Context: an optimization exercise on an open-source flow, tuned for small area and a short achievable clock period. The choices shown serve that exercise and are no tape-out recipe.
Function was checked by simulation only, so behaviour that the tests miss may differ from the original.
Power is estimated from default activity; no workload was simulated.

==> flow/design.v <==
module Register(s_in, r_in, d_in, s_out, r_out, d_out, clock);
parameter W = 8;
input  [15:0] s_in;
input  [7:0]  r_in;
input  [7:0]  d_in;
input         clock;
output reg [15:0] s_out;
output     [7:0]  r_out;
output reg [7:0]  d_out;
reg [W-1:0] r_q;
always @(posedge clock) begin
  s_out <= s_in;
  r_q   <= r_in[W-1:0];
  d_out <= d_in;
end
generate
  if (W < 8) begin : pad
    assign r_out = {{(8 - W){1'b0}}, r_q};
  end else begin : full
    assign r_out = r_q;
  end
endgenerate
endmodule
module Stage(s_in, r_in, d, s_out, r_out);
parameter J = 9;
input  [15:0] s_in;
input  [7:0]  r_in;
input  [7:0]  d;
output [15:0] s_out;
output [7:0]  r_out;
localparam WI = (J - 1 < 8) ? J - 1 : 8;
localparam WO = (J < 8) ? J : 8;
wire [8:0] rin_w = (WI == 0) ? 9'd0 : {1'b0, r_in} & ((9'd1 << WI) - 9'd1);
wire [8:0] t     = {rin_w[7:0], s_in[15]};
wire [9:0] diff  = {1'b0, t} - {2'b0, d};
wire       q     = ~diff[9];
wire [8:0] rn    = q ? diff[8:0] : t;
wire       z     = (d == 8'd0);
wire       qrec  = (J <= 8 && z) ? s_in[15] : q;
assign s_out = {s_in[14:0], qrec};
assign r_out = rn[7:0] & ((9'd1 << WO) - 9'd1);
endmodule
module Divider(divisor,dividend,quotient_final,remainder,clock);
input clock;
input [7:0] divisor;
input [15:0] dividend;
output [15:0] quotient_final;
output [22:0] remainder;
wire [15:0] s  [1:15];
wire [7:0]  r  [1:15];
wire [7:0]  d  [1:15];
wire [15:0] sn [1:15];
wire [7:0]  rn [1:15];
reg [15:0] s1;
reg [7:0]  d1;
always @(posedge clock) begin
  s1 <= dividend;
  d1 <= divisor;
end
assign s[1] = s1;
assign r[1] = 8'd0;
assign d[1] = d1;
wire [15:0] sa;
wire [7:0]  ra;
Stage #(.J(1)) S1 (s[1], r[1], d[1], sa, ra);
Stage #(.J(2)) S2 (sa, ra, d[1], sn[1], rn[1]);
Register #(.W(2)) R2 (sn[1], rn[1], d[1], s[2], r[2], d[2], clock);
genvar k;
generate
  for (k = 2; k <= 14; k = k + 1) begin : st
    Stage #(.J(k + 1)) S (s[k], r[k], d[k], sn[k], rn[k]);
    Register #(.W((k + 1 < 8) ? k + 1 : 8)) R (sn[k], rn[k], d[k], s[k+1], r[k+1], d[k+1], clock);
  end
endgenerate
Stage #(.J(16)) S16 (s[15], r[15], d[15], sn[15], rn[15]);
wire z15 = (d[15] == 8'd0);
reg [15:0] qf;
reg [15:0] rf;
always @(posedge clock) begin
  qf <= sn[15] | {16{z15}};
  rf <= {sn[15][15:8] & {8{z15}}, rn[15]};
end
assign quotient_final = qf;
assign remainder = {7'd0, rf};
endmodule
==> flow/config.mk <==
export PLATFORM = sky130hd
export DESIGN_NAME = Divider
export DESIGN_NICKNAME = Divider
export VERILOG_FILES = /design/flow/design.v
export SDC_FILE = /design/flow/constraint.sdc
export NUM_CORES = 4
export LEC_CHECK = 0
export CAP_MARGIN = 20
export CORE_MARGIN = 2
export CORE_UTILIZATION = 40
export CTS_BUF_LIST = sky130_fd_sc_hd__clkbuf_16
export CTS_CLUSTER_DIAMETER = 100
export CTS_CLUSTER_SIZE = 30
export SETUP_SLACK_MARGIN = 1.4
export SLEW_MARGIN = 20
==> flow/constraint.sdc <==
create_clock -name core_clock -period 3.0 [get_ports {clock}]
set_input_delay 0.6000 -clock core_clock [delete_from_list [all_inputs] [get_ports {clock}]]
set_output_delay 0.6000 -clock core_clock [all_outputs]
set_load 0.01 [all_outputs]
standard.sh (not shown) runs the stock make flow with config.mk's settings and CLKGATE_MAP_FILE= SYNTH_SCRIPT=/design/flow/synth_recipe.tcl, a recipe that flattens the netlist after the stock synthesis.
==> flow/flow/run.sh <==
#!/bin/bash
# The standard ORFS layout, with Yosys's full-adder extraction turned off
# (ADDER_MAP_FILE empty) so that ABC maps the divider steps' carry logic
# itself instead of chaining sky130 fa/ha cells.
set -euo pipefail
bash standard.sh ADDER_MAP_FILE= finish > flow_make.log 2>&1
The first run passed the timing, DRC and antenna checks.
Edit:
--- a/flow/design.v
+++ b/flow/design.v
@@ -20,26 +20,42 @@
     assign r_out = r_q;
   end
 endgenerate
 endmodule
-module Stage(s_in, r_in, d, s_out, r_out);
+module Stage(s_in, r_in, nd, s_out, r_out);
 parameter J = 9;
 input  [15:0] s_in;
 input  [7:0]  r_in;
-input  [7:0]  d;
+input  [7:0]  nd;
 output [15:0] s_out;
 output [7:0]  r_out;
 localparam WI = (J - 1 < 8) ? J - 1 : 8;
 localparam WO = (J < 8) ? J : 8;
-wire [8:0] rin_w = (WI == 0) ? 9'd0 : {1'b0, r_in} & ((9'd1 << WI) - 9'd1);
-wire [8:0] t     = {rin_w[7:0], s_in[15]};
-wire [9:0] diff  = {1'b0, t} - {2'b0, d};
-wire       q     = ~diff[9];
-wire [8:0] rn    = q ? diff[8:0] : t;
-wire       z     = (d == 8'd0);
-wire       qrec  = (J <= 8 && z) ? s_in[15] : q;
+wire [7:0] rin_w = r_in & ((9'd1 << WI) - 9'd1);
+wire [8:0] t     = {rin_w, s_in[15]};
+wire [7:0] g0, p0;
+assign g0[0] = t[0] | nd[0];
+assign p0[0] = 1'b0;
+assign g0[7:1] = t[7:1] & nd[7:1];
+assign p0[7:1] = t[7:1] | nd[7:1];
+wire [7:0] g1 = {g0[7] | p0[7] & g0[6], g0[6], g0[5] | p0[5] & g0[4], g0[4],
+                 g0[3] | p0[3] & g0[2], g0[2], g0[1] | p0[1] & g0[0], g0[0]};
+wire [7:0] p1 = {p0[7] & p0[6], p0[6], p0[5] & p0[4], p0[4],
+                 p0[3] & p0[2], p0[2], p0[1] & p0[0], p0[0]};
+wire [7:0] g2 = {g1[7] | p1[7] & g1[5], g1[6] | p1[6] & g1[5], g1[5], g1[4],
+                 g1[3] | p1[3] & g1[1], g1[2] | p1[2] & g1[1], g1[1], g1[0]};
+wire [7:0] p2 = {p1[7] & p1[5], p1[6] & p1[5], p1[5], p1[4],
+                 p1[3] & p1[1], p1[2] & p1[1], p1[1], p1[0]};
+wire [7:0] g3 = {g2[7:4] | p2[7:4] & {4{g2[3]}}, g2[3:0]};
+wire [8:0] c  = {g3, 1'b1};
+wire [7:0] x    = nd ^ c[7:0];
+wire [7:0] diff = t[7:0] ^ x;
+wire       q    = t[8] | c[8];
+wire [7:0] rn   = q ? diff : t[7:0];
+wire       z    = (nd == 8'hFF);
+wire       qrec = (J <= 8 && z) ? s_in[15] : q;
 assign s_out = {s_in[14:0], qrec};
-assign r_out = rn[7:0] & ((9'd1 << WO) - 9'd1);
+assign r_out = rn & ((9'd1 << WO) - 9'd1);
 endmodule
 module Divider(divisor,dividend,quotient_final,remainder,clock);
 input clock;
 input [7:0] divisor;
@@ -54,9 +70,9 @@
 reg [15:0] s1;
 reg [7:0]  d1;
 always @(posedge clock) begin
   s1 <= dividend;
-  d1 <= divisor;
+  d1 <= ~divisor;
 end
 assign s[1] = s1;
 assign r[1] = 8'd0;
 assign d[1] = d1;
@@ -72,9 +88,9 @@
     Register #(.W((k + 1 < 8) ? k + 1 : 8)) R (sn[k], rn[k], d[k], s[k+1], r[k+1], d[k+1], clock);
   end
 endgenerate
 Stage #(.J(16)) S16 (s[15], r[15], d[15], sn[15], rn[15]);
-wire z15 = (d[15] == 8'd0);
+wire z15 = (d[15] == 8'hFF);
 reg [15:0] qf;
 reg [15:0] rf;
 always @(posedge clock) begin
   qf <= sn[15] | {16{z15}};
Effect: Clock power barely changes; sequential cell count stays the same; setup slack degrades by 0.047 ns; die area drops by 3.7%; final cell count drops by 4.9%.

re-timing with driven ports:
The results above use ideal ports. As a check the final layouts listed here were re-extracted and re-timed, cells and wires unchanged.
Step 1 (the two cells are an assumption about what drives the block):
set clk [get_ports {clock}]
set_driving_cell -lib_cell sky130_fd_sc_hd__clkbuf_16 $clk
set_driving_cell -lib_cell sky130_fd_sc_hd__buf_2 [delete_from_list [all_inputs] $clk]
Step 2, shift: input delay + t, output delay - t, t = (earliest + latest rising clock arrival at the registers) / 2. This alone moves slack from input paths to output paths.
Slacks: ideal / step 1 / step 2; pairs: ideal / step 1.
run | t, ns | slack for setup (ns) | slew at the worst register clock pin (ns)
the first run | 0.574 | 1.049 / 1.049 / 1.049 | 0.11 / 0.11
the second run | 0.583 | 1.001 / 1.001 / 1.001 | 0.12 / 0.12
After both steps every run listed still meets setup and hold.
